What follows belongs to an exercise in optimizing a design on an open flow for small area; a production flow would make more cautious choices. Function was checked by simulation only, so behaviour that the tests miss may differ from the original. Power and IR drop assume default switching activity.

==> flow/design.v <==
module apb_uart (
   input  wire          clk,
                        rst_n,
   input  wire          UART_RX_I,
   output reg           UART_TX_O,
   output wire          tx_fifo_empty,
                        tx_fifo_full,
                        rx_fifo_empty,
                        rx_fifo_full,
   input  wire          PENABLE,
                        PSEL,
                        PWRITE,
   input  wire [31:0]   PWDATA,
                        PADDR,
   output reg           PREADY,
   output wire          PSLVERR,
   output wire [31:0]   PRDATA
);
   wire       access   = PSEL & PENABLE;
   wire       addr_vld = ~|PADDR[31:3];
   wire [7:0] addr     = PADDR[7:0];
   reg        dap1, dap2;
   always @(posedge clk or negedge rst_n) begin
      if (!rst_n) begin
         dap1   <= 1'b0;
         dap2   <= 1'b0;
         PREADY <= 1'b0;
      end else begin
         dap1   <= access;
         dap2   <= dap1;
         PREADY <= dap2;
      end
   end
   wire acc_rdy = PREADY & access;
   wire w_en    = acc_rdy & addr_vld & PWRITE;
   assign PSLVERR = acc_rdy & ~addr_vld;
   reg       mdr;
   reg [7:0] dll, dlh, tbr;
   reg [5:0] lcr;
   reg [3:0] ier;
   reg [3:0] fsr_d;
   reg       tx_flag;
   wire      t_empty, t_full, r_empty, r_full;
   always @(posedge clk or negedge rst_n) begin
      if (!rst_n) begin
         mdr     <= 1'b0;
         dll     <= 8'd0;
         dlh     <= 8'd0;
         lcr     <= 6'd0;
         ier     <= 4'd0;
         tbr     <= 8'd0;
         fsr_d   <= 4'd0;
         tx_flag <= 1'b0;
      end else begin
         if (w_en) begin
            case (PADDR[2:0])
               3'd0: mdr <= PWDATA[0];
               3'd1: dll <= PWDATA[7:0];
               3'd2: dlh <= PWDATA[7:0];
               3'd3: lcr <= PWDATA[5:0];
               3'd4: ier <= PWDATA[3:0];
               3'd6: tbr <= PWDATA[7:0];
               default: ;
            endcase
         end
         fsr_d   <= {r_empty, r_full, t_empty, t_full};
         tx_flag <= w_en & (PADDR[2:0] == 3'd6);
      end
   end
   wire       osm = mdr;
   wire [1:0] wls = lcr[1:0];
   wire       stb = lcr[2];
   wire       pen = lcr[3];
   wire       eps = lcr[4];
   wire       bge = lcr[5];
   reg  [7:0] rbr;
   reg  [7:0] rd;
   always @(*) begin
      case (addr)
         8'd0: rd = {7'd0, mdr};
         8'd1: rd = dll;
         8'd2: rd = dlh;
         8'd3: rd = {2'd0, lcr};
         8'd4: rd = {4'd0, ier};
         8'd5: rd = {4'd0, fsr_d};
         8'd6: rd = tbr;
         default: rd = rbr;
      endcase
   end
   assign PRDATA = {24'd0, rd};
   reg  tx_flag_q, rx_flag_q;
   wire rx_flag = (addr == 8'd7);
   always @(posedge clk) begin
      tx_flag_q <= tx_flag;
      rx_flag_q <= rx_flag;
   end
   wire tx_push = tx_flag & ~tx_flag_q;
   wire rx_pop  = rx_flag & ~rx_flag_q;
   assign tx_fifo_empty = ier[1] & t_empty;
   assign tx_fifo_full  = ier[0] & t_full;
   assign rx_fifo_empty = ier[3] & r_empty;
   assign rx_fifo_full  = ier[2] & r_full;
   reg  [15:0] bcnt;
   reg         baud_clk;
   wire [15:0] bcnt_inc = bcnt + {15'd0, bge};
   wire        bmatch   = bge & (bcnt_inc == {dlh, dll});
   always @(posedge clk or negedge rst_n) begin
      if (!rst_n) begin
         bcnt     <= 16'd0;
         baud_clk <= 1'b0;
      end else begin
         bcnt     <= bmatch ? 16'd0 : bcnt_inc;
         baud_clk <= bge ? bmatch : baud_clk;
      end
   end
   wire baud_en = baud_clk & bge;
   reg  [4:0] twp, trp;
   reg  [7:0] tram [0:15];
   reg  [7:0] tx_data;
   wire       tx_pop;
   assign t_empty = (twp == trp);
   assign t_full  = (twp[3:0] == trp[3:0]) & (twp[4] ^ trp[4]);
   wire   t_wen   = tx_push & ~t_full;
   wire   t_ren   = tx_pop & ~t_empty;
   always @(posedge clk) begin
      if (t_wen) tram[twp[3:0]] <= tbr;
      if (t_ren) tx_data <= tram[trp[3:0]];
   end
   always @(posedge clk or negedge rst_n) begin
      if (!rst_n) begin
         twp <= 5'd0;
         trp <= 5'd0;
      end else begin
         twp <= twp + {4'd0, t_wen};
         trp <= trp + {4'd0, t_ren};
      end
   end
   reg  [4:0] rwp, rrp;
   reg  [7:0] rram [0:15];
   wire       rx_push;
   reg  [7:0] rx_data;
   assign r_empty = (rwp == rrp);
   assign r_full  = (rwp[3:0] == rrp[3:0]) & (rwp[4] ^ rrp[4]);
   wire   r_wen   = rx_push & ~r_full;
   wire   r_ren   = rx_pop & ~r_empty;
   always @(posedge clk) begin
      if (r_wen) rram[rwp[3:0]] <= rx_data;
      if (r_ren) rbr <= rram[rrp[3:0]];
   end
   always @(posedge clk or negedge rst_n) begin
      if (!rst_n) begin
         rwp <= 5'd0;
         rrp <= 5'd0;
      end else begin
         rwp <= rwp + {4'd0, r_wen};
         rrp <= rrp + {4'd0, r_ren};
      end
   end
   localparam [2:0] S_IDLE = 3'd0, S_START = 3'd1, S_DATA = 3'd2,
                    S_PARITY = 3'd3, S_STOP1 = 3'd4, S_STOP2 = 3'd5;
   reg  [3:0] ttc;
   reg        ttick;
   wire       ttc_end = (ttc == (osm ? 4'd12 : 4'd15));
   always @(posedge clk or negedge rst_n) begin
      if (!rst_n) begin
         ttc   <= 4'd0;
         ttick <= 1'b0;
      end else begin
         ttick <= baud_en & ttc_end;
         ttc   <= (baud_en & ttc_end) ? 4'd0 : ttc + {3'd0, baud_en};
      end
   end
   reg  [4:0] ts;
   wire       t_in_data = ts[4] | ts[3];
   wire [3:0] tc        = {ts[4] & ts[3], ts[2:0]};
   wire [3:0] tc1       = tc + 4'd1;
   wire       tovf1     = ~ts[4] | (tc[2:0] == 3'd7);
   wire       tdone     = (tc == {2'b01, wls});
   wire [4:0] t_stop    = t_empty ? {2'b00, S_IDLE} : {2'b00, S_START};
   always @(posedge clk or negedge rst_n) begin
      if (!rst_n) begin
         ts <= {2'b00, S_IDLE};
      end else if (ttick) begin
         if (t_in_data) begin
            if (tdone)
               ts <= {2'b00, pen ? S_PARITY : S_STOP1};
            else
               ts <= (tovf1 & ~tc1[3]) ? {2'b01, tc1[2:0]} : {1'b1, tc1};
         end else begin
            case (ts[2:0])
               S_IDLE:   if (!t_empty) ts <= {2'b00, S_START};
               S_START:  ts <= 5'b10000;
               S_PARITY: ts <= {2'b00, S_STOP1};
               S_STOP1:  ts <= stb ? {2'b00, S_STOP2} : t_stop;
               S_STOP2:  ts <= t_stop;
               default:  ts <= {2'b00, S_IDLE};
            endcase
         end
      end
   end
   wire t_start = (ts == {2'b00, S_START});
   reg  tstart_q;
   always @(posedge clk) tstart_q <= t_start;
   assign tx_pop = t_start & ~tstart_q;
   wire serial_out = ts[4] & ~ts[3] & tx_data[ts[2:0]];
   reg  xor_all;
   always @(*) begin
      case (wls)
         2'b00: xor_all = ^tx_data[4:0];
         2'b01: xor_all = ^tx_data[5:0];
         2'b10: xor_all = ^tx_data[6:0];
         default: xor_all = ^tx_data[7:0];
      endcase
   end
   wire parity = eps ? xor_all : ~xor_all;
   always @(*) begin
      if (t_in_data)
         UART_TX_O = serial_out;
      else if (ts[2:0] == S_START)
         UART_TX_O = 1'b0;
      else if (ts[2:0] == S_PARITY)
         UART_TX_O = parity;
      else
         UART_TX_O = 1'b1;
   end
   reg  [4:0] rs;
   wire       r_in_data = rs[4];
   wire       r_idle    = (rs == {2'b00, S_IDLE});
   reg  [3:0] rtc;
   reg        rtmp, rtq;
   wire       rtc_mid = (rtc == (osm ? 4'd6 : 4'd7));
   wire       rtc_max = (rtc == (osm ? 4'd12 : 4'd15));
   always @(posedge clk or negedge rst_n) begin
      if (!rst_n) begin
         rtc  <= 4'd0;
         rtmp <= 1'b0;
      end else begin
         rtc  <= (r_idle | (baud_en & rtc_max)) ? 4'd0 : rtc + {3'd0, baud_en};
         rtmp <= ~r_idle & (baud_en ? rtc_mid : rtmp);
      end
   end
   always @(posedge clk) rtq <= rtmp;
   wire rtick = rtmp & ~rtq;
   wire rdone = (rs[3:0] == {2'b01, wls});
   wire [4:0] r_stop = {2'b00, stb ? S_STOP1 : S_STOP2};
   always @(posedge clk or negedge rst_n) begin
      if (!rst_n) begin
         rs <= {2'b00, S_IDLE};
      end else if (r_in_data) begin
         if (rtick)
            rs <= rdone ? (pen ? {2'b00, S_PARITY} : r_stop) : {1'b1, rs[3:0] + 4'd1};
      end else begin
         case (rs[3:0])
            {1'b0, S_IDLE}:   if (!UART_RX_I) rs <= {2'b00, S_START};
            {1'b0, S_START}:  if (rtick) rs <= 5'b10000;
            {1'b0, S_PARITY}: if (rtick) rs <= r_stop;
            {1'b0, S_STOP1}:  if (rtick) rs <= {2'b00, S_STOP2};
            {1'b0, S_STOP2}:  if (rtick) rs <= UART_RX_I ? {2'b00, S_IDLE} : {2'b00, S_START};
            default:          rs <= {2'b00, S_IDLE};
         endcase
      end
   end
   wire r_stop2 = (rs == {2'b00, S_STOP2});
   reg [7:0] sipo;
   reg       rstop2_q;
   always @(posedge clk) begin
      if (rtick & r_in_data) sipo <= {UART_RX_I, sipo[7:1]};
      rstop2_q <= r_stop2;
   end
   assign rx_push = r_stop2 & ~rstop2_q;
   always @(*) begin
      case (wls)
         2'b00: rx_data = {3'b000, sipo[7:3]};
         2'b01: rx_data = {2'b00, sipo[7:2]};
         2'b10: rx_data = {1'b0, sipo[7:1]};
         default: rx_data = sipo;
      endcase
   end
endmodule
==> flow/flow/run.sh <==
#!/bin/bash
# The standard layout, with three changes:
#  - synthesis: the standard synthesis (synth_recipe.tcl), then the combinational cells are
#    mapped again by ABC for area (flow/remap.tcl); the registers stay as they are;
#  - the port buffers are the smallest buffer cell (buf_1), and the buffers ABC added are removed;
#  - one tie cell drives all the constant outputs;
#  - clock tree: clkbuf_8 cells, clusters of up to 20 sinks, no dummy loads.
# Each tool's output is in the ORFS logs under orfs/logs; make's output goes to standard_flow.log.
set -euo pipefail
WORK=$(pwd)
printf 'source %s/synth_recipe.tcl\nsource %s/flow/remap.tcl\n' "$WORK" "$WORK" > "$WORK/remap_synth.tcl"
CTS="-sink_clustering_enable -repair_clock_nets -dont_use_dummy_load -buf_list sky130_fd_sc_hd__clkbuf_8 -sink_clustering_size 20 -sink_clustering_max_diameter 60"
bash standard.sh "SYNTH_SCRIPT=$WORK/remap_synth.tcl" "BUFFER_PORTS_ARGS=-buffer_cell sky130_fd_sc_hd__buf_1" \
   "CTS_ARGS=$CTS" REMOVE_ABC_BUFFERS=1 SKIP_REPAIR_TIE_FANOUT=1 finish > standard_flow.log 2>&1
==> flow/flow/area.script <==
strash
&get -n
&deepsyn -T 30
&put
dch
map -a -B 0
mfs2
&get -n
&st
&dch
&nf -R 1000
&put
topo
==> flow/flow/genmodels.py <==
# Writes Verilog models of the combinational cells of a liberty file (from each output pin's
# function), for yosys to techmap mapped cells back into logic.
import re, sys
lib = open(sys.argv[1]).read()
out = open(sys.argv[2], 'w')
names = []
cells = [(m.start(), m.group(1)) for m in re.finditer(r'\bcell\s*\(\s*"?([\w]+)"?\s*\)', lib)]
for i, (p, name) in enumerate(cells):
    body = lib[p:cells[i + 1][0] if i + 1 < len(cells) else len(lib)]
    if re.search(r'\b(ff|latch|statetable)\s*\(', body):
        continue
    pins = []
    for m in re.finditer(r'\bpin\s*\(\s*"?(\w+)"?\s*\)\s*\{', body):
        # pin body up to the matching brace
        d, j = 1, m.end()
        while d:
            d += {'{': 1, '}': -1}.get(body[j], 0); j += 1
        pb = body[m.end():j]
        dirm = re.search(r'direction\s*:\s*"?(\w+)"?', pb)
        fm = re.search(r'\bfunction\s*:\s*"([^"]*)"', pb)
        pins.append((m.group(1), dirm.group(1) if dirm else '', fm.group(1) if fm else None))
    outs = [p for p in pins if p[1] == 'output']
    ins = [p for p in pins if p[1] == 'input']
    if not outs or any(o[2] is None for o in outs) or 'tristate' in body or not ins and not outs:
        continue
    if any(re.search(r'\b(three_state)\b', body) for _ in [0]):
        continue
    names.append(name)
    out.write(f'module {name} ({", ".join(p[0] for p in ins + outs)});\n')
    for p in ins: out.write(f'  input {p[0]};\n')
    for p in outs:
        f = p[2]
        f = re.sub(r'\)\s*\(', ') & (', f)
        f = re.sub(r'(\w|\))\s+(?=[\w!(])', r'\1 & ', f)
        f = f.replace('!', '~').replace('*', '&').replace('+', '|')
        out.write(f'  output {p[0]};\n  assign {p[0]} = {f};\n')
    out.write('endmodule\n')
==> flow/flow/holdmux_map.v <==
module sky130_fd_sc_hd__mux2_1 (A0, A1, S, X);
  input A0, A1, S;
  output X;
  sky130_fd_sc_hd__a22o_1 _TECHMAP_REPLACE_ (.A1(S), .A2(A1), .B1(~S), .B2(A0), .X(X));
endmodule
==> flow/flow/not_map.v <==
module \$_NOT_ (A, Y);
  input A;
  output Y;
  sky130_fd_sc_hd__inv_1 _TECHMAP_REPLACE_ (.A(A), .Y(Y));
endmodule
==> flow/flow/remap.tcl <==
# Runs after synth_recipe.tcl, in the same Yosys session: maps the combinational cells of the
# standard synthesis back to logic and has ABC map that logic again for area. The registers are
# left as the standard synthesis made them (same instances, names and cell types).
set flowdir [file dirname [file normalize [info script]]]
set models $::env(OBJECTS_DIR)/comb_models.v
exec -- $::env(PYTHON_EXE) $flowdir/genmodels.py [lindex $::env(LIB_FILES) 0] $models
techmap -map $models
techmap
abc -script $flowdir/area.script {*}$lib_args {*}$lib_dont_use_args -constr $::env(OBJECTS_DIR)/abc.constr
opt_clean -purge
# ABC maps the hold multiplexers of the async-reset registers to mux2 cells; an a22o with the
# inverted select, shared by the bits of a register, is smaller.
select -set holdmux t:sky130_fd_sc_hd__dfrtp_* %ci1:+\[D\] %ci1:+\[X\] t:sky130_fd_sc_hd__mux2_1 %i
techmap -map $flowdir/holdmux_map.v @holdmux
simplemap
opt_merge t:\$_NOT_
techmap -map $flowdir/not_map.v
opt_clean -purge
hilomap -singleton -hicell {*}$::env(TIEHI_CELL_AND_PORT) -locell {*}$::env(TIELO_CELL_AND_PORT)
splitnets
# left out here: clean up, hide names made inside functions
tee -o $::env(REPORTS_DIR)/remap_stat.txt stat {*}$lib_args
# left out here: write 1_2_yosys.v
==> flow/standard.sh <==
#!/bin/bash
# synth_recipe.tcl (not shown) runs the flow's synth.tcl, then flattens the netlist and writes it again
# the make line also repeats each setting of config.mk as NAME=value (left out here)
make -C /OpenROAD-flow-scripts/flow DESIGN_CONFIG=/design/flow/config.mk WORK_HOME=/design/flow/orfs CLKGATE_MAP_FILE= SYNTH_SCRIPT=/design/flow/synth_recipe.tcl "${@:-finish}"
==> flow/config.mk <==
export PLATFORM = sky130hd
export DESIGN_NAME = apb_uart
export DESIGN_NICKNAME = apb_uart
export VERILOG_FILES = /design/flow/design.v
export SDC_FILE = /design/flow/constraint.sdc
export NUM_CORES = 4
export LEC_CHECK = 0
export CAP_MARGIN = 20
export CORE_MARGIN = 2
export CORE_UTILIZATION = 40
export SLEW_MARGIN = 20
==> flow/constraint.sdc <==
create_clock -name core_clock -period 10.0 [get_ports {clk}]
set_input_delay 2.0000 -clock core_clock [delete_from_list [all_inputs] [get_ports {clk}]]
set_output_delay 2.0000 -clock core_clock [all_outputs]
set_load 0.01 [all_outputs]
==> impl_metrics.py, run 1 <==
metrics = {
    "run_status": {
        "status": "finished clean",
    },
    "setup_path": {
        "crit_required_ps": 8000,
        "cp.arrival_ps": 3850,
        "cp-endpoint": "PRDATA[1]",
        "path_max_fanout": 13,
        "timing.critical_path.from": "PADDR[0]",
        "reg2reg_from": "lcr[5]",
        "rrSetupSlack_ps": 5790,
        "crit_path_end_kind": "output pin",
        "r2r-end": "bcnt[0]",
        "worst-r2r-cell-count": 15,
        "worstSetupPathType": "input port to output pin",
        "cp-start-kind": "input port",
    },
    "placement": {
        "dpl_cell_area_sq_mm": 0.0165,
        "gp_congestion": 0.842,
        "dp_hpwl_mm": 25.3,
        "portBuffers": 60,
    },
    "grt": {
        "grt_pass1_wl_mm": 59.6,
        "antenna_found_initial": 1,
        "overflow": 0,
        "grt_pass1_vias": 9825,
        "grt_max_degree": 55,
        "grt_usage": 0.192,
    },
    "job": {
        "cap_violations": 0,
    },
    "cts": {
        "clock_tree.root_cell": "clkbuf_8",
        "cts_tree": "built",
        "cts_hold_buf": 0,
        "ctsResizeCount": 0,
        "clkTransAtPathRegs_ps": 110,
        "cts-buffers-inserted": 27,
        "cts.sinks": 385,
        "htree_levels": 1,
        "clk_latency_ps": 610,
        "clock_path_buffers": 3,
        "cts_setup_buffers": 0,
    },
    "finish": {
        "nets": 1310,
        "mostFrequentLayoutCells": "edfxtp_1 (280), nor2_1 (105), dfrtp_1 (100)",
        "drive_gt1_frac": 0.0565,
        "area_growth_pct": 9.70,
        "diodes": 0,
        "design_area_sq_mm": 0.0169,
        "layout_commonest_cell": "edfxtp_1",
    },
    "die": {
        "initial_core_util": 0.408,
        "die_area_sq_mm": 0.0401,
        "die_w_microns": 200,
        "ios": 109,
        "rows": 71,
        "core-area_sq_mm": 0.0378,
        "die_y_microns": 200,
    },
    "synth": {
        "syn-cell-area_sq_mm": 0.0154,
        "avgSynthCellArea_sq_um": 13.7,
        "postSynthCellCount": 1122,
        "yosys_warnings": 1,
    },
    "min_path": {
        "hold_path.class": "flip-flop to flip-flop",
    },
    "timing": {
        "tightest_slew_ps": 1160,
        "slew_viol_final": 0,
        "rsz0062_at_grt": "false",
        "period_minus_slack_ps": 5850,
        "fmax_mhz": 171,
        "hold_viol_final": 0,
        "hold_ws_ps": 363,
        "setup_tns_ps": 0,
        "finalCritPeriodShare": 0.585,
        "skew_ps": 62.1,
        "setup_violations": 0,
        "relSlewSlack": 0.222,
    },
    "routing": {
        "route.detailed.drc": 0,
        "routed_via_density": 5.70,
        "dr.pass1.iters": 5,
        "wl_per_cell_microns": 22.2,
        "drt-total-wl_mm": 38.8,
        "vias": 9969,
        "drt-initial-drc-count": 965,
        "postRouteAntennaNets": 0,
    },
    "power_and_ir_drop": {
        "vdd_drop_max_uv": 146,
        "power_w": 0.00264,
        "leakage_nw": 5.45,
        "powerDensity_mw_per_mm2": 156,
    },
}
-- critical path, stage by stage --
cell and delay, ps:
buf_1 230, and2_0 340, a21oi_1 490, o221ai_1 260, o31ai_1 330, buf_1 190
-- where the power goes --
part	switching [W]	total (W)	leakage [nW]	internal, W
Sequential	0.0000357	0.00176	3.63	0.00172
Clock	0.000464	0.000705	0.194	0.000242
Combinational	0.000108	0.000173	1.63	0.0000647
-- cell type report --
| cell class | instances | area [sq um] |
|---|---|---|
| clock buffer | 27 | 372 |
| fill | 3434 | 20900 |
| inverter | 25 | 93.8 |
| multi-input combinational | 712 | 4320 |
| sequential | 385 | 11000 |
| tap | 511 | 639 |
| timing repair buffer | 89 | 447 |
-- layer usage --
| metal | part of all wire | vias up | track usage |
|---|---|---|---|
| li1 | - | 4583 | - |
| met1 | 0.43 | 5023 | 0.264 |
| met2 | 0.48 | 293 | 0.317 |
| met3 | 0.054 | 68 | 0.0270 |
| met4 | 0.029 | 2 | 0.0568 |
| met5 | 0.00013 | - | 0 |
-- registers in the layout, summed over array words and instances (netlist names), 6 cells and up --
register and flops:
lcr 6, rbr 8, tbr 8, dlh 8
rram 128, tram 128, sipo 8, bcnt 16
dll 8, tx_data 8
-- worst min-delay path by stage --
stage                     startpoint      to  slack, ps  cells past startpoint
after floorplan                 dap2  PREADY        330                      0
after global placement          dap1    dap2        340                      0
after detailed placement        dap2  PREADY        340                      0
after CTS                       dap1    dap2        370                      0
after global routing            dap1    dap2        380                      0
final                           dap1    dap2        360                      0
-- through the flow --
stage / setup slack [ps] / util / cells
2_1_floorplan: 4720 / - / 1122
3_3_place_gp: 4170 / 0.437 / 1722
3_5_place_dp: 4190 / 0.437 / 1722
4_1_cts: 4180 / 0.447 / 1749
5_1_grt: 3960 / 0.447 / 1749
6_report: 4150 / 0.447 / 1749
==> run 2, diff against run 1 <==
--- a/flow/config.mk
+++ b/flow/config.mk
@@ -8,4 +8,4 @@
 export CAP_MARGIN = 20
 export CORE_MARGIN = 2
-export CORE_UTILIZATION = 40
+export CORE_UTILIZATION = 30
 export SLEW_MARGIN = 20
==> run 2 against run 1 <==
Against the previous run: still clean; design area increased by 1.3%; final cell count increased by 9.7%; clock skew decreased by 13 ps; synthesized cell count unchanged; register-to-register slack improved by 110 ps; routed wire length increased by 0.95%; non-clock buffer count decreased by 1; critical endpoint is now PRDATA[4]; largest cell class unchanged.
==> impl_metrics.py, run 2 <==
metrics = {
    "die": {
        "rows": 83,
        "initial_core_util": 0.302,
        "core-area_sq_mm": 0.0510,
        "die_area_sq_mm": 0.0531,
        "ios": 109,
        "die_y_microns": 231,
        "die_w_microns": 231,
    },
    "routing": {
        "vias": 10100,
        "postRouteAntennaNets": 0,
        "drt-initial-drc-count": 910,
        "route.detailed.drc": 0,
        "wl_per_cell_microns": 20.4,
        "drt-total-wl_mm": 39.1,
        "routed_via_density": 5.25,
        "dr.pass1.iters": 5,
    },
    "grt": {
        "overflow": 0,
        "grt_max_degree": 79,
        "grt_pass1_wl_mm": 59.1,
        "grt_usage": 0.145,
        "antenna_found_initial": 5,
        "grt_pass1_vias": 9691,
    },
    "finish": {
        "drive_gt1_frac": 0.0574,
        "area_growth_pct": 11.1,
        "stdcell_count": 1919,
        "layout_commonest_cell": "edfxtp_1",
        "multi_input_area_sq_mm": 0.00434,
        "mostFrequentLayoutCells": "edfxtp_1 (280), nor2_1 (106), dfrtp_1 (100)",
        "nets": 1308,
        "regArea_sq_mm": 0.0110,
        "fillCellCount": 4952,
    },
    "setup_path": {
        "cp.arrival_ps": 4080,
        "path_buf_inv": 2,
        "cp-start-kind": "input port",
        "critical-path-top-delay-family": "simple AND/OR/NAND/NOR gates",
        "path_max_fanout": 13,
        "slowest_delay_ps": 450,
        "worstPathCellList": "buf_1 > and2_0 > nand2_1 > nand3_1 > a221oi_1 > a21oi_1 > buf_1",
        "timing.critical_path.mode_cell": "buf_1",
        "crit_required_ps": 8000,
        "crit_path_top_delay_cell": "and2_0",
        "worstSetupPathType": "input port to output pin",
        "crit_path_end_kind": "output pin",
    },
    "power_and_ir_drop": {
        "swShare": 0.231,
        "power.share.combinational": 0.065,
        "intPower_w": 0.00202,
        "vdd_drop_max_uv": 111,
        "powerDensity_mw_per_mm2": 154,
        "pwr-share-seq": 0.670,
        "power_w": 0.00263,
        "power.switching_w": 0.000607,
        "clkPwrFrac": 0.265,
        "leakage_nw": 5.45,
    },
    "cts": {
        "cts-buffers-inserted": 26,
        "cts_hold_buf": 0,
        "cts_tree": "built",
        "cts.sinks": 385,
        "clk_latency_ps": 620,
        "clock_path_buffers": 3,
        "htree_levels": 1,
        "ctsResizeCount": 0,
        "cts_setup_buffers": 0,
        "clock_tree.root_cell": "clkbuf_8",
        "clkTransAtPathRegs_ps": 100,
    },
    "synth": {
        "postSynthCellCount": 1122,
        "avgSynthCellArea_sq_um": 13.7,
        "yosys_warnings": 1,
        "syn-cell-area_sq_mm": 0.0154,
    },
    "placement": {
        "gp_congestion": 0.805,
        "dp_hpwl_mm": 26.2,
        "place_inst": 1889,
        "portBuffers": 60,
    },
    "timing": {
        "finalCritPeriodShare": 0.608,
        "period_minus_slack_ps": 6080,
        "relSlewSlack": 0.295,
        "hold_viol_final": 0,
        "fmax_mhz": 164,
        "tightest_slew_ps": 1050,
        "setup_violations": 0,
        "setup_tns_ps": 0,
        "skew_ps": 48.9,
        "rsz0062_at_grt": "false",
        "slew_viol_final": 0,
    },
    "min_path": {
        "hold_path.class": "flip-flop to flip-flop",
    },
    "job": {
        "cap_violations": 0,
    },
    "run_status": {
        "status": "finished clean",
    },
}
## run 2: path summary, 6_finish.rpt
kind	cells after the start	to	slack [ps]	from
max	7	PRDATA[4]	3920	PADDR[0]
min	0	PREADY	370	dap2
max reg2reg	15	bcnt[0]	5900	lcr[5]
min reg2reg	0	PREADY	370	dap2
max in group asynchronous	2	rrp[0]	7670	rst_n
min in group asynchronous	1	tbr[4]	1310	rst_n
## run 2: layout make-up
class,instances,area share
flip-flops and latches,385,0.644
diodes,3,0.000439
clock buffers,26,0.0209
well taps,680,0.0497
inverters,25,0.00549
repair buffers,88,0.0259
multi-input cells,712,0.254
## run 2: per-stage QoR
stage	worst slack (ps)	utilization	instance area, sq um	hold WS, ps
6_report	3920	0.335	17100	368
5_1_grt	3790	0.335	17100	380
4_1_cts	3920	0.335	17100	373
3_5_place_dp	3920	0.328	16700	345
3_3_place_gp	3890	0.328	16700	337
2_1_floorplan	4720	-	15400	331
## run 2: metal layers
metal,wire [microns],part of all wire,vias up,track usage
li1,-,-,4596,-
met1,17600,0.45,5060,0.203
met2,18000,0.46,361,0.231
met3,2490,0.064,53,0.0237
met4,1010,0.026,2,0.0450
met5,12,0.00031,-,0
## run 2: power by group through the flow
| stage | Clock [W] | Sequential, W | Combinational (W) |
|---|---|---|---|
| finish | 0.000696 | 0.00176 | 0.000172 |
| global route | 0.000770 | 0.00176 | 0.000191 |
| CTS | 0.000716 | 0.00176 | 0.000172 |
| detailed placement | 0 | 0.00179 | 0.000172 |
| global placement | 0 | 0.00179 | 0.000168 |
| floorplan | 0 | 0.00178 | 0.000113 |
==> run 3, diff against run 2 <==
--- a/flow/config.mk
+++ b/flow/config.mk
@@ -8,4 +8,4 @@
 export CAP_MARGIN = 20
 export CORE_MARGIN = 2
-export CORE_UTILIZATION = 30
+export CORE_UTILIZATION = 55
 export SLEW_MARGIN = 20
==> run 3 against run 2 <==
Against the previous run: highest routed layer is now met4; critical path type unchanged; first-iteration DRC count rose by 7.6%; worst setup slack improved by 18 ps; non-clock buffer count fell by 5; largest cell class unchanged.
==> impl_metrics.py, run 3 <==
metrics = {
    "setup_path": {
        "worstSetupPathType": "input port to output pin",
        "path_max_fanout": 13,
        "critical-path-top-delay-family": "compound AO/OA/AOI/OAI gates",
        "worstPathCellList": "buf_1 > and2_0 > a21oi_1 > o221ai_1 > o31ai_1 > buf_1",
        "cp.arrival_ps": 4060,
        "crit_path_end_kind": "output pin",
        "crit_required_ps": 8000,
        "crit_path_top_delay_cell": "a21oi_1",
        "slowest_delay_ps": 560,
        "cp-start-kind": "input port",
        "path_buf_inv": 2,
        "timing.critical_path.mode_cell": "buf_1",
    },
    "cts": {
        "cts.sinks": 385,
        "cts_tree": "built",
        "clock_path_buffers": 3,
        "clkTransAtPathRegs_ps": 70,
        "cts-buffers-inserted": 29,
        "clk_latency_ps": 630,
        "cts_setup_buffers": 0,
        "cts_hold_buf": 0,
        "ctsResizeCount": 0,
        "htree_levels": 1,
        "clock_tree.root_cell": "clkbuf_8",
    },
    "placement": {
        "dp_hpwl_mm": 24.4,
        "portBuffers": 60,
        "dp_slack_ps": 4040,
        "place_inst": 1583,
        "gp_congestion": 0.873,
    },
    "routing": {
        "wl_per_cell_microns": 22.7,
        "drt-initial-drc-count": 979,
        "vias": 9831,
        "routed_via_density": 6.10,
        "route.detailed.drc": 0,
        "dr.pass1.iters": 5,
        "drt-total-wl_mm": 36.6,
        "postRouteAntennaNets": 0,
    },
    "die": {
        "die_w_microns": 171,
        "core-area_sq_mm": 0.0277,
        "ios": 109,
        "initial_core_util": 0.556,
        "die_area_sq_mm": 0.0293,
        "rows": 61,
        "die_y_microns": 171,
    },
    "power_and_ir_drop": {
        "leakage_nw": 5.45,
        "powerDensity_mw_per_mm2": 158,
        "vdd_drop_max_uv": 134,
    },
    "timing": {
        "setup_tns_ps": 0,
        "hold_ws_ps": 350,
        "hold_viol_final": 0,
        "slew_viol_final": 0,
        "fmax_mhz": 165,
        "finalCritPeriodShare": 0.606,
        "relSlewSlack": 0.275,
        "worst_slack_ps": 3940,
        "skew_ps": 79.8,
        "tightest_slew_ps": 1080,
        "setup_violations": 0,
        "rsz0062_at_grt": "false",
        "period_minus_slack_ps": 6060,
    },
    "synth": {
        "yosys_warnings": 1,
        "avgSynthCellArea_sq_um": 13.7,
        "syn-cell-area_sq_mm": 0.0154,
        "postSynthCellCount": 1122,
    },
    "run_status": {
        "status": "finished clean",
    },
    "grt": {
        "grt_pass1_vias": 9419,
        "overflow": 0,
        "grt_pass1_wl_mm": 55.7,
        "grt_usage": 0.252,
        "antenna_found_initial": 0,
        "grt_max_degree": 55,
    },
    "finish": {
        "nets": 1306,
        "fillCellCount": 2270,
        "multi_input_area_sq_mm": 0.00434,
        "stdcell_count": 1612,
        "layout_commonest_cell": "edfxtp_1",
        "regArea_sq_mm": 0.0110,
        "area_growth_pct": 8.61,
        "diodes": 0,
        "drive_gt1_frac": 0.0551,
        "mostFrequentLayoutCells": "edfxtp_1 (280), nor2_1 (107), dfrtp_1 (100)",
    },
    "job": {
        "cap_violations": 0,
    },
    "min_path": {
        "hold_path.class": "flip-flop to flip-flop",
    },
}
==> run 3: per-layer routing <==
metal  share of wire  GRT usage  up-vias
met5               0          0        -
met4           0.021     0.0608        0
met3           0.049     0.0318       46
met2            0.48      0.408      267
met1            0.45      0.369     4924
li1                -          -     4594
==> run 3: layout make-up <==
class,count,area share
flip-flops and latches,385,0.659
multi-input cells,712,0.260
well taps,378,0.0283
repair buffers,83,0.0240
clock buffers,29,0.0239
inverters,25,0.00561
==> run 3: metrics by stage <==
stage                     utilization  power [W]  cell area [sq um]
after floorplan                     -    0.00190              15400
after global placement          0.589    0.00196              16300
after detailed placement        0.589    0.00196              16300
after CTS                       0.603    0.00267              16700
after global routing            0.603    0.00274              16700
final                           0.603    0.00264              16700
==> run 3: final timing paths <==
check	from	endpoint	slack (ps)	cells past startpoint
worst max-delay path	PADDR[0]	PRDATA[1]	3940	6
worst min-delay path	dap1	dap2	350	0
worst max register to register	lcr[5]	bcnt[0]	5780	15
worst min register to register	dap1	dap2	350	0
max in group asynchronous	rst_n	ttc[3]	7390	2
min in group asynchronous	rst_n	rwp[3]	1450	1
==> run 3: power breakdown <==
part / leakage (nW) / internal [W] / switching [W]
clock: 0.209 / 0.000258 / 0.000456
sequential: 3.63 / 0.00172 / 0.0000364
combinational: 1.62 / 0.0000647 / 0.000106
==> run 3: worst reg2reg max path: stages, from the launching register on <==
cell and delay [ps]:
dfrtp_1 650, nand2_1 160, nor3_1 290, and2_0 330, and3_1 320, nand4_1 150, nor2_1 340, nand3_1 200
nor2_1 270, xnor2_1 230, o21ai_0 150, xnor2_1 170, a2111oi_2 370, buf_4 280, o21bai_1 140, a21oi_1 50
==> run 4, diff against run 3 <==
--- a/flow/flow/run.sh
+++ b/flow/flow/run.sh
@@ -12,3 +12,3 @@
 CTS="-sink_clustering_enable -repair_clock_nets -dont_use_dummy_load -buf_list sky130_fd_sc_hd__clkbuf_8 -sink_clustering_size 20 -sink_clustering_max_diameter 60"
 bash standard.sh "SYNTH_SCRIPT=$WORK/remap_synth.tcl" "BUFFER_PORTS_ARGS=-buffer_cell sky130_fd_sc_hd__buf_1" \
-   "CTS_ARGS=$CTS" REMOVE_ABC_BUFFERS=1 SKIP_REPAIR_TIE_FANOUT=1 finish > standard_flow.log 2>&1
+   "CTS_ARGS=$CTS" REMOVE_ABC_BUFFERS=1 SKIP_REPAIR_TIE_FANOUT=1 EARLY_SIZING_CAP_RATIO=2 "PRE_GLOBAL_PLACE_TCL=$WORK/flow/pre_gpl.tcl" finish > standard_flow.log 2>&1
==> flow/flow/pre_gpl.tcl (new file) <==
# Before global placement: size drivers up by their load early, before buffering.
set_opt_config -set_early_sizing_cap_ratio $::env(EARLY_SIZING_CAP_RATIO)
--- a/flow/config.mk
+++ b/flow/config.mk
@@ -8,4 +8,4 @@
 export CAP_MARGIN = 20
 export CORE_MARGIN = 2
-export CORE_UTILIZATION = 55
+export CORE_UTILIZATION = 40
 export SLEW_MARGIN = 20
==> run 4 against run 3 <==
Against the previous run: largest power group unchanged; worst setup slack improved by 210 ps; fmax grew 3.6%; highest routed layer is now met5; final cell count rose by 8.5%; power shrank 0.31%; sequential cell count is the same; area after synthesis did not move; register-to-register slack is essentially flat.
==> impl_metrics.py, run 4 <==
metrics = {
    "grt": {
        "grt_pass1_wl_mm": 59.6,
        "antenna_found_initial": 1,
        "grt_usage": 0.192,
        "grt_pass1_vias": 9825,
        "overflow": 0,
        "grt_max_degree": 55,
    },
    "synth": {
        "yosys_warnings": 1,
        "postSynthCellCount": 1122,
        "syn-cell-area_sq_mm": 0.0154,
        "avgSynthCellArea_sq_um": 13.7,
    },
    "cts": {
        "clk_latency_ps": 610,
        "ctsResizeCount": 0,
        "clock_path_buffers": 3,
        "clock_tree.root_cell": "clkbuf_8",
        "cts.sinks": 385,
        "cts_setup_buffers": 0,
        "htree_levels": 1,
        "cts-buffers-inserted": 27,
        "clkTransAtPathRegs_ps": 110,
        "cts_tree": "built",
        "cts_hold_buf": 0,
    },
    "routing": {
        "drt-initial-drc-count": 965,
        "dr.pass1.iters": 5,
        "route.detailed.drc": 0,
        "wl_per_cell_microns": 22.2,
        "drt-total-wl_mm": 38.8,
        "routed_via_density": 5.70,
        "vias": 9969,
        "postRouteAntennaNets": 0,
    },
    "setup_path": {
        "timing.critical_path.mode_cell": "buf_1",
        "cp.arrival_ps": 3850,
        "worstSetupPathType": "input port to output pin",
        "critical-path-top-delay-family": "compound AO/OA/AOI/OAI gates",
        "crit_path_end_kind": "output pin",
        "worstPathCellList": "buf_1 > and2_0 > a21oi_1 > o221ai_1 > o31ai_1 > buf_1",
        "path_buf_inv": 2,
        "path_max_fanout": 13,
        "crit_path_top_delay_cell": "a21oi_1",
        "timing.critical_path.from": "PADDR[0]",
        "crit_required_ps": 8000,
        "slowest_delay_ps": 490,
        "cp-start-kind": "input port",
        "reg2reg_from": "lcr[5]",
    },
    "finish": {
        "regArea_sq_mm": 0.0110,
        "layout_commonest_cell": "edfxtp_1",
        "multi_input_area_sq_mm": 0.00432,
        "diodes": 0,
        "fillCellCount": 3434,
        "nets": 1310,
        "area_growth_pct": 9.70,
        "drive_gt1_frac": 0.0565,
        "final_util": 0.447,
        "stdcell_count": 1749,
        "mostFrequentLayoutCells": "edfxtp_1 (280), nor2_1 (105), dfrtp_1 (100)",
    },
    "placement": {
        "gp_congestion": 0.842,
        "place_inst": 1722,
        "portBuffers": 60,
        "dp_hpwl_mm": 25.3,
        "dp_slack_ps": 4190,
    },
    "timing": {
        "hold_viol_final": 0,
        "tightest_slew_ps": 1160,
        "slew_viol_final": 0,
        "worst_slack_ps": 4150,
        "setup_violations": 0,
        "rsz0062_at_grt": "false",
        "setup_tns_ps": 0,
        "fmax_mhz": 171,
        "period_minus_slack_ps": 5850,
        "skew_ps": 62.1,
        "relSlewSlack": 0.222,
        "finalCritPeriodShare": 0.585,
        "hold_ws_ps": 363,
    },
    "power_and_ir_drop": {
        "vdd_drop_max_uv": 146,
        "leakage_nw": 5.45,
        "powerDensity_mw_per_mm2": 156,
    },
    "die": {
        "die_w_microns": 200,
        "rows": 71,
        "initial_core_util": 0.408,
        "core-area_sq_mm": 0.0378,
        "ios": 109,
        "die_y_microns": 200,
        "die_area_sq_mm": 0.0401,
    },
    "min_path": {
        "hold_path.class": "flip-flop to flip-flop",
        "holdCritStartpoint": "dap1",
    },
    "run_status": {
        "status": "finished clean",
    },
    "job": {
        "cap_violations": 0,
    },
}
## run 4: report_power, final
| group | leakage, nW | switching [W] | internal [W] |
|---|---|---|---|
| registers | 3.63 | 0.0000357 | 0.00172 |
| clock network | 0.194 | 0.000464 | 0.000242 |
| logic | 1.63 | 0.000108 | 0.0000647 |
## run 4: metrics by stage
| step | cell area [sq um] | power, W |
|---|---|---|
| after floorplan | 15400 | 0.00190 |
| after global placement | 16500 | 0.00196 |
| after detailed placement | 16500 | 0.00196 |
| after CTS | 16900 | 0.00265 |
| after global routing | 16900 | 0.00274 |
| final | 16900 | 0.00264 |
## run 4: per-layer routing
layer | global-route usage | routed length [microns] | up-vias
li1 | - | - | 4583
met1 | 0.264 | 16800 | 5023
met2 | 0.317 | 18700 | 293
met3 | 0.0270 | 2080 | 68
met4 | 0.0568 | 1110 | 2
met5 | 0 | 5 | -
## run 4: worst paths after layout
path                            slack (ps)        end  cells past startpoint
worst min-delay path                   360       dap2                      0
max in group asynchronous             7300      ts[2]                      2
worst max-delay path                  4150  PRDATA[1]                      6
worst min register to register         360       dap2                      0
min in group asynchronous             1430     twp[3]                      1
worst max register to register        5790    bcnt[0]                     15
## run 4: area by class of cell
cell class                 count  share of cell area
timing repair buffer          89              0.0265
sequential                   385               0.652
multi-input combinational    712               0.256
tap                          511              0.0379
inverter                      25             0.00556
clock buffer                  27              0.0220
==> run 5, diff against run 4 <==
--- a/flow/flow/run.sh
+++ b/flow/flow/run.sh
@@ -12,3 +12,3 @@
 CTS="-sink_clustering_enable -repair_clock_nets -dont_use_dummy_load -buf_list sky130_fd_sc_hd__clkbuf_8 -sink_clustering_size 20 -sink_clustering_max_diameter 60"
 bash standard.sh "SYNTH_SCRIPT=$WORK/remap_synth.tcl" "BUFFER_PORTS_ARGS=-buffer_cell sky130_fd_sc_hd__buf_1" \
-   "CTS_ARGS=$CTS" REMOVE_ABC_BUFFERS=1 SKIP_REPAIR_TIE_FANOUT=1 EARLY_SIZING_CAP_RATIO=2 "PRE_GLOBAL_PLACE_TCL=$WORK/flow/pre_gpl.tcl" finish > standard_flow.log 2>&1
+   "CTS_ARGS=$CTS" REMOVE_ABC_BUFFERS=1 SKIP_REPAIR_TIE_FANOUT=1 EARLY_SIZING_CAP_RATIO=6 "PRE_GLOBAL_PLACE_TCL=$WORK/flow/pre_gpl.tcl" finish > standard_flow.log 2>&1
==> run 5 against run 4 <==
Against the previous run: register-to-register slack barely moved; area after synthesis stayed put; design area unchanged; sequential power hardly changed; global-route usage stayed put; critical endpoint unchanged.
==> impl_metrics.py, run 5 <==
metrics = {
    "run_status": {
        "status": "finished clean",
    },
    "setup_path": {
        "slowest_delay_ps": 490,
        "worstPathCellList": "buf_1 > and2_0 > a21oi_1 > o221ai_1 > o31ai_1 > buf_1",
        "worstSetupPathType": "input port to output pin",
        "crit_path_end_kind": "output pin",
        "path_max_fanout": 13,
        "crit_path_top_delay_cell": "a21oi_1",
        "cp-start-kind": "input port",
        "cp.arrival_ps": 3850,
        "timing.critical_path.mode_cell": "buf_1",
        "crit_required_ps": 8000,
    },
    "synth": {
        "yosys_warnings": 1,
        "avgSynthCellArea_sq_um": 13.7,
        "postSynthCellCount": 1122,
        "syn-cell-area_sq_mm": 0.0154,
    },
    "power_and_ir_drop": {
        "swShare": 0.230,
        "leakage_nw": 5.45,
        "vdd_drop_max_uv": 146,
        "power.switching_w": 0.000607,
        "intPower_w": 0.00203,
        "power.share.combinational": 0.065,
        "powerDensity_mw_per_mm2": 156,
        "clkPwrFrac": 0.268,
        "pwr-share-seq": 0.667,
    },
    "die": {
        "ios": 109,
        "die_w_microns": 200,
        "rows": 71,
        "core-area_sq_mm": 0.0378,
        "die_area_sq_mm": 0.0401,
        "die_y_microns": 200,
        "initial_core_util": 0.408,
    },
    "grt": {
        "grt_pass1_vias": 9825,
        "overflow": 0,
        "antenna_found_initial": 1,
        "grt_usage": 0.192,
        "grt_max_degree": 55,
        "grt_pass1_wl_mm": 59.6,
    },
    "timing": {
        "finalCritPeriodShare": 0.585,
        "tightest_slew_ps": 1160,
        "relSlewSlack": 0.222,
        "hold_viol_final": 0,
        "slew_viol_final": 0,
        "period_minus_slack_ps": 5850,
        "setup_tns_ps": 0,
        "setup_violations": 0,
        "skew_ps": 62.1,
        "fmax_mhz": 171,
        "rsz0062_at_grt": "false",
    },
    "routing": {
        "drt-initial-drc-count": 965,
        "postRouteAntennaNets": 0,
        "routed_via_density": 5.70,
        "vias": 9969,
        "dr.pass1.iters": 5,
        "drt-total-wl_mm": 38.8,
        "route.detailed.drc": 0,
        "wl_per_cell_microns": 22.2,
    },
    "placement": {
        "place_inst": 1722,
        "dp_hpwl_mm": 25.3,
        "dpl_cell_area_sq_mm": 0.0165,
        "portBuffers": 60,
        "gp_congestion": 0.842,
    },
    "cts": {
        "cts_hold_buf": 0,
        "clk_latency_ps": 610,
        "clock_path_buffers": 3,
        "cts-buffers-inserted": 27,
        "clkTransAtPathRegs_ps": 110,
        "clock_tree.root_cell": "clkbuf_8",
        "htree_levels": 1,
        "cts_setup_buffers": 0,
        "cts.sinks": 385,
        "ctsResizeCount": 0,
        "cts_tree": "built",
    },
    "finish": {
        "area_growth_pct": 9.70,
        "nets": 1310,
        "stdcell_count": 1749,
        "multi_input_area_sq_mm": 0.00432,
        "diodes": 0,
        "regArea_sq_mm": 0.0110,
        "mostFrequentLayoutCells": "edfxtp_1 (280), nor2_1 (105), dfrtp_1 (100)",
        "layout_commonest_cell": "edfxtp_1",
        "fillCellCount": 3434,
        "drive_gt1_frac": 0.0565,
        "design_area_sq_mm": 0.0169,
    },
    "job": {
        "cap_violations": 0,
    },
    "min_path": {
        "hold_path.class": "flip-flop to flip-flop",
    },
}
==> run 5: cell type report <==
cell class	instances	area share
Sequential cell	385	0.652
Multi-Input combinational cell	712	0.256
Tap cell	511	0.0379
Timing Repair Buffer	89	0.0265
Clock buffer	27	0.0220
Inverter	25	0.00556
==> run 5: routing by layer <==
metal | up-vias | wire (microns) | share of wire | GRT usage
met5 | - | 5 | 0.00013 | 0
met4 | 2 | 1110 | 0.029 | 0.0568
met3 | 68 | 2080 | 0.054 | 0.0270
met2 | 293 | 18700 | 0.48 | 0.317
met1 | 5023 | 16800 | 0.43 | 0.264
li1 | 4583 | - | - | -
==> run 5: power by group through the flow <==
stage                     clock network [W]  registers (W)  logic [W]
after floorplan                           0        0.00178   0.000113
after global placement                    0        0.00179   0.000170
after detailed placement                  0        0.00179   0.000172
after CTS                          0.000723        0.00176   0.000173
after global routing               0.000789        0.00176   0.000193
final                              0.000705        0.00176   0.000173
==> run 5: path summary, 6_finish.rpt <==
path / from / end / slack [ps] / cells past startpoint
worst max-delay path: PADDR[0] / PRDATA[1] / 4150 / 6
worst min register to register: dap1 / dap2 / 360 / 0
worst min-delay path: dap1 / dap2 / 360 / 0
min in group asynchronous: rst_n / twp[3] / 1430 / 1
worst max register to register: lcr[5] / bcnt[0] / 5790 / 15
max in group asynchronous: rst_n / ts[2] / 7300 / 2
==> run 5: through the flow <==
stage	hold WS (ps)	total power (W)	setup WS [ps]	utilization
6_report	363	0.00264	4150	0.447
5_1_grt	381	0.00274	3960	0.447
4_1_cts	365	0.00265	4180	0.447
3_5_place_dp	340	0.00196	4190	0.437
3_3_place_gp	337	0.00196	4170	0.437
2_1_floorplan	331	0.00190	4720	-
==> run 5: critical path: cells and delay by family <==
| family | cells | cell delay [ps] |
|---|---|---|
| AND/OR/NAND/NOR | 1 | 340 |
| AO/OA/AOI/OAI | 3 | 1080 |
| buffers and inverters | 2 | 420 |
==> run 6, diff against run 5 <==
==> flow/flow/run.sh (replaced) <==
#!/bin/bash
# The standard layout, with three changes:
#  - synthesis: the standard synthesis (synth_recipe.tcl), then the combinational cells are
#    mapped again by ABC for area (flow/remap.tcl); the registers stay as they are;
#  - the port buffers are the smallest buffer cell (buf_1), and the buffers ABC added are removed;
#  - one tie cell drives all the constant outputs;
#  - clock tree: clkbuf_8 cells, clusters of up to 20 sinks within 50 um, no dummy loads.
# Each tool's output is in the ORFS logs under orfs/logs; make's output goes to standard_flow.log.
set -euo pipefail
WORK=$(pwd)
printf 'source %s/synth_recipe.tcl\nsource %s/flow/remap.tcl\n' "$WORK" "$WORK" > "$WORK/remap_synth.tcl"
CTS="-sink_clustering_enable -repair_clock_nets -dont_use_dummy_load -buf_list sky130_fd_sc_hd__clkbuf_8 -sink_clustering_size 20 -sink_clustering_max_diameter 50"
bash standard.sh "SYNTH_SCRIPT=$WORK/remap_synth.tcl" "BUFFER_PORTS_ARGS=-buffer_cell sky130_fd_sc_hd__buf_1" \
   "CTS_ARGS=$CTS" REMOVE_ABC_BUFFERS=1 SKIP_REPAIR_TIE_FANOUT=1 finish > standard_flow.log 2>&1
removed: flow/flow/pre_gpl.tcl
==> run 6 against run 5 <==
Against the previous run: design area increased by 0.90%; critical path type unchanged; area after synthesis unchanged; first-iteration DRC count increased by 1.3%; highest routed layer unchanged; sequential share of layout area decreased by 0.58 points; critical endpoint unchanged; die area unchanged; global-route usage increased by 0.089 points; core utilization increased by 0.40 points.
==> impl_metrics.py, run 6 <==
metrics = {
    "run_status": {
        "status": "finished clean",
    },
    "cts": {
        "cts_hold_buf": 0,
        "clkTransAtPathRegs_ps": 80,
        "ctsResizeCount": 0,
        "cts-buffers-inserted": 38,
        "htree_levels": 2,
        "clock_tree.root_cell": "clkbuf_8",
        "clock_path_buffers": 3,
        "cts_tree": "built",
        "cts_setup_buffers": 0,
        "clk_latency_ps": 560,
        "cts.sinks": 385,
    },
    "die": {
        "die_w_microns": 200,
        "core-area_sq_mm": 0.0378,
        "die_y_microns": 200,
        "initial_core_util": 0.408,
        "die_area_sq_mm": 0.0401,
        "rows": 71,
        "ios": 109,
    },
    "timing": {
        "period_minus_slack_ps": 5850,
        "slew_viol_final": 0,
        "tightest_slew_ps": 1110,
        "worst_slack_ps": 4150,
        "setup_tns_ps": 0,
        "hold_viol_final": 0,
        "fmax_mhz": 171,
        "setup_violations": 0,
        "relSlewSlack": 0.255,
        "finalCritPeriodShare": 0.585,
        "skew_ps": 77.9,
        "rsz0062_at_grt": "false",
    },
    "routing": {
        "route.detailed.drc": 0,
        "postRouteAntennaNets": 0,
        "vias": 10000,
        "dr.pass1.iters": 5,
        "drt-initial-drc-count": 978,
        "wl_per_cell_microns": 22.1,
        "routed_via_density": 5.71,
        "drt-total-wl_mm": 38.9,
    },
    "grt": {
        "grt_pass1_wl_mm": 59.8,
        "antenna_found_initial": 1,
        "grt_usage": 0.192,
        "overflow": 0,
        "grt_pass1_vias": 9984,
        "grt_max_degree": 55,
    },
    "placement": {
        "dp_slack_ps": 4190,
        "gp_congestion": 0.842,
        "dp_hpwl_mm": 25.3,
        "portBuffers": 60,
    },
    "setup_path": {
        "crit_path_end_kind": "output pin",
        "cp-start-kind": "input port",
        "path_max_fanout": 13,
        "worstSetupPathType": "input port to output pin",
        "cp.arrival_ps": 3850,
        "crit_required_ps": 8000,
    },
    "power_and_ir_drop": {
        "power_w": 0.00276,
        "leakage_nw": 5.53,
        "vdd_drop_max_uv": 103,
        "powerDensity_mw_per_mm2": 162,
    },
    "min_path": {
        "hold_path.class": "flip-flop to flip-flop",
    },
    "synth": {
        "avgSynthCellArea_sq_um": 13.7,
        "yosys_warnings": 1,
        "postSynthCellCount": 1122,
        "syn-cell-area_sq_mm": 0.0154,
    },
    "finish": {
        "layout_commonest_cell": "edfxtp_1",
        "diodes": 0,
        "area_growth_pct": 10.7,
        "final_util": 0.451,
        "mostFrequentLayoutCells": "edfxtp_1 (280), nor2_1 (105), dfrtp_1 (100)",
        "nets": 1321,
        "drive_gt1_frac": 0.0649,
    },
    "job": {
        "cap_violations": 0,
    },
}
## run 6: report_power, final
part / switching (W) / leakage, nW / internal, W
clock: 0.000485 / 0.273 / 0.000340
sequential: 0.0000356 / 3.63 / 0.00172
combinational: 0.000107 / 1.63 / 0.0000647
## run 6: worst max-delay path, stage by stage
cell	delay [ps]
buf_1	240
and2_0	340
a21oi_1	490
o221ai_1	260
o31ai_1	330
buf_1	190
## run 6: final cells by class
type                       count  area, sq um
fill                        3433        20700
sequential                   385        11000
multi-input combinational    712         4320
tap                          511          639
clock buffer                  38          523
timing repair buffer          89          447
inverter                      25         93.8
## run 6: per-stage QoR
step,hold slack (ps),std cells,instance area (sq um)
6_report,355,1760,17000
5_1_grt,371,1760,17000
4_1_cts,356,1760,17000
3_5_place_dp,340,1722,16500
3_3_place_gp,337,1722,16500
2_1_floorplan,331,1122,15400
## run 6: worst paths after layout
path,start,to,slack [ps],cells past startpoint
max,PADDR[0],PRDATA[1],4150,6
min,dap1,dap2,350,0
max reg2reg,lcr[5],bcnt[0],5760,15
min reg2reg,dap1,dap2,350,0
max in group asynchronous,rst_n,ts[0],7250,2
min in group asynchronous,rst_n,twp[1],1490,1
## run 6: metal layers
metal | GRT usage | routed length [microns]
met4 | 0.0624 | 1100
met3 | 0.0312 | 2420
met1 | 0.261 | 16800
met2 | 0.317 | 18600
met5 | 0 | 5
==> run 7, diff against run 6 <==
==> flow/flow/run.sh (replaced) <==
#!/bin/bash
# The standard layout, with three changes:
#  - synthesis: the standard synthesis (synth_recipe.tcl), then the combinational cells are
#    mapped again by ABC for area (flow/remap.tcl); the registers stay as they are;
#  - the port buffers are the smallest buffer cell (buf_1), and the buffers ABC added are removed;
#  - one tie cell drives all the constant outputs;
#  - clock tree: clkbuf_4 leaf cells in clusters of up to 10 sinks, clkbuf_8 above them, no dummy loads.
# Each tool's output is in the ORFS logs under orfs/logs; make's output goes to standard_flow.log.
set -euo pipefail
WORK=$(pwd)
printf 'source %s/synth_recipe.tcl\nsource %s/flow/remap.tcl\n' "$WORK" "$WORK" > "$WORK/remap_synth.tcl"
CTS="-sink_clustering_enable -repair_clock_nets -dont_use_dummy_load -buf_list sky130_fd_sc_hd__clkbuf_4 -root_buf sky130_fd_sc_hd__clkbuf_8 -tree_buf sky130_fd_sc_hd__clkbuf_8 -sink_clustering_size 10 -sink_clustering_max_diameter 40"
bash standard.sh "SYNTH_SCRIPT=$WORK/remap_synth.tcl" "BUFFER_PORTS_ARGS=-buffer_cell sky130_fd_sc_hd__buf_1" \
   "CTS_ARGS=$CTS" REMOVE_ABC_BUFFERS=1 SKIP_REPAIR_TIE_FANOUT=1 finish > standard_flow.log 2>&1
==> run 7 against run 6 <==
Against the previous run: count of clock-buffer cells in the layout up 16; global-route usage up 0.15 points; routed wire length up 0.15%; via count up 0.82%; critical endpoint unchanged; final cell count up 0.91%; hold slack worse by 3.0 ps; non-clock buffer count unchanged; register-to-register slack about the same; core utilization down 0.23 points; synthesized cell count unchanged; largest cell class unchanged.
==> impl_metrics.py, run 7 <==
metrics = {
    "run_status": {
        "status": "finished clean",
    },
    "synth": {
        "postSynthCellCount": 1122,
        "yosys_warnings": 1,
        "syn-cell-area_sq_mm": 0.0154,
        "avgSynthCellArea_sq_um": 13.7,
    },
    "cts": {
        "clkTransAtPathRegs_ps": 70,
        "cts_setup_buffers": 0,
        "htree_levels": 2,
        "clock_path_buffers": 3,
        "ctsResizeCount": 0,
        "cts-buffers-inserted": 54,
        "cts_hold_buf": 0,
        "clock_tree.root_cell": "clkbuf_8",
        "clk_latency_ps": 600,
        "cts_tree": "built",
        "cts.sinks": 385,
    },
    "routing": {
        "drt-initial-drc-count": 877,
        "vias": 10100,
        "dr.pass1.iters": 6,
        "routed_via_density": 5.70,
        "postRouteAntennaNets": 0,
        "route.detailed.drc": 0,
        "wl_per_cell_microns": 21.9,
        "drt-total-wl_mm": 39.0,
    },
    "setup_path": {
        "r2r-end": "bcnt[0]",
        "crit_required_ps": 8000,
        "worst-r2r-cell-count": 15,
        "cp.arrival_ps": 3840,
        "worstSetupPathType": "input port to output pin",
        "reg2reg_from": "lcr[5]",
        "path_max_fanout": 11,
        "cp-start-kind": "input port",
        "rrSetupSlack_ps": 5750,
        "crit_path_end_kind": "output pin",
    },
    "finish": {
        "layout_commonest_cell": "edfxtp_1",
        "fillCellCount": 3468,
        "mostFrequentLayoutCells": "edfxtp_1 (280), nor2_1 (105), dfrtp_1 (100)",
        "design_area_sq_mm": 0.0170,
        "stdcell_count": 1776,
        "multi_input_area_sq_mm": 0.00432,
        "area_growth_pct": 10.1,
        "regArea_sq_mm": 0.0110,
        "nets": 1337,
        "drive_gt1_frac": 0.0767,
        "diodes": 0,
    },
    "timing": {
        "hold_ws_ps": 352,
        "setup_tns_ps": 0,
        "finalCritPeriodShare": 0.584,
        "setup_violations": 0,
        "fmax_mhz": 171,
        "worst_slack_ps": 4160,
        "rsz0062_at_grt": "false",
        "period_minus_slack_ps": 5840,
        "skew_ps": 100,
        "tightest_slew_ps": 1140,
        "relSlewSlack": 0.238,
        "hold_viol_final": 0,
        "slew_viol_final": 0,
    },
    "placement": {
        "portBuffers": 60,
        "gp_congestion": 0.842,
        "place_inst": 1722,
        "dpl_cell_area_sq_mm": 0.0165,
        "dp_slack_ps": 4190,
        "dp_hpwl_mm": 25.3,
    },
    "grt": {
        "met1_usage": 0.262,
        "busiest_layer": "met2",
        "use_met2": 0.312,
        "grt_pass1_vias": 10100,
        "overflow": 0,
        "grt_pass1_wl_mm": 60.1,
        "grt_usage": 0.194,
        "grtUsageMet3": 0.0358,
        "antenna_found_initial": 1,
        "grt_max_degree": 55,
    },
    "job": {
        "cap_violations": 0,
    },
    "die": {
        "core-area_sq_mm": 0.0378,
        "ios": 109,
        "die_area_sq_mm": 0.0401,
        "initial_core_util": 0.408,
        "rows": 71,
        "die_y_microns": 200,
        "die_w_microns": 200,
    },
    "min_path": {
        "hold_path_end": "dap2",
        "hold_path.class": "flip-flop to flip-flop",
        "min_path_cells": 0,
        "holdCritStartpoint": "dap1",
    },
    "power_and_ir_drop": {
        "leakage_nw": 5.52,
        "powerDensity_mw_per_mm2": 159,
        "vdd_drop_max_uv": 99.0,
    },
}
-- run 7: layer usage --
metal / wire, microns / vias up
met5: 5 / -
met4: 1300 / 2
met3: 2630 / 91
met2: 18400 / 341
met1: 16700 / 5032
li1: - / 4663
-- run 7: worst max-delay path by stage --
stage / start / to / slack, ps / depth (start not counted)
after detailed placement: PADDR[0] / PRDATA[1] / 4190 / 6
after floorplan: PADDR[4] / PRDATA[1] / 4720 / 5
after CTS: PADDR[0] / PRDATA[1] / 4180 / 6
after global placement: PADDR[0] / PRDATA[1] / 4170 / 6
final: PADDR[1] / PRDATA[1] / 4160 / 6
after global routing: PADDR[0] / PRDATA[3] / 3960 / 7
-- run 7: cell type report --
type,count,area share
Timing Repair Buffer,89,0.0264
Clock buffer,54,0.0258
Sequential cell,385,0.650
Inverter,25,0.00554
Multi-Input combinational cell,712,0.255
Tap cell,511,0.0377
-- run 7: stage by stage --
stage               utilization  total power, W
detailed placement        0.437         0.00196
floorplan                     -         0.00190
global placement          0.437         0.00196
CTS                       0.449         0.00272
finish                    0.449         0.00269
global route              0.449         0.00281
-- run 7: report_power, final --
group          switching, W  leakage (nW)  internal [W]  total, W
registers         0.0000355          3.63       0.00172   0.00176
logic              0.000107          1.63     0.0000647  0.000172
clock network      0.000491         0.261      0.000273  0.000763
total              0.000633          5.52       0.00206   0.00269
-- run 7: worst max-delay path, stage by stage --
cell and delay [ps]:
buf_1 210, and2_0 350, a21oi_1 490, o221ai_1 260
o31ai_1 330, buf_1 190

==> afterwards: timing with drivers on the ports <==
Ports are ideal in the flow. The routed layouts listed here were re-timed in OpenROAD.
Step 1 (the two cells are an assumption about what drives the block):
set clk [get_ports {clk}]
set_driving_cell -lib_cell sky130_fd_sc_hd__clkbuf_16 $clk
set_driving_cell -lib_cell sky130_fd_sc_hd__buf_2 [delete_from_list [all_inputs] $clk]
Step 2 adds t to the input delays and takes it off the output delays; t is the mean of the earliest and latest rising clock arrival at the registers after step 1. Input paths then give back, and output paths get back, about the clock's delay inside the block.
Three values: ideal ports, drivers, drivers and shift; two values: the first two.
run | t (ns) | setup slack, ns | hold WS [ns] | clock arrival spread, ns | slew at the worst register clock pin (ns)
run 1 | 0.635 | 4.146 / 4.114 / 4.114 | 0.363 / 0.363 / 0.363 | 0.066 / 0.065 | 0.12 / 0.12
run 2 | 0.635 | 3.919 / 3.868 / 3.868 | 0.368 / 0.368 / 0.368 | 0.049 / 0.049 | 0.12 / 0.12
run 3 | 0.631 | 3.937 / 3.897 / 3.897 | 0.350 / 0.350 / 0.350 | 0.081 / 0.080 | 0.11 / 0.11
run 4 | 0.635 | 4.146 / 4.114 / 4.114 | 0.363 / 0.363 / 0.363 | 0.066 / 0.065 | 0.12 / 0.12
run 5 | 0.635 | 4.146 / 4.114 / 4.114 | 0.363 / 0.363 / 0.363 | 0.066 / 0.065 | 0.12 / 0.12
run 6 | 0.567 | 4.147 / 4.116 / 4.116 | 0.355 / 0.355 / 0.355 | 0.084 / 0.084 | 0.11 / 0.11
run 7 | 0.597 | 4.163 / 4.129 / 4.129 | 0.352 / 0.352 / 0.352 | 0.100 / 0.100 | 0.11 / 0.11
After both steps every run listed still meets setup and hold. The setup slack of run 2, which loses most, moves by -0.051 ns with the drivers and by -0.051 ns with both steps.
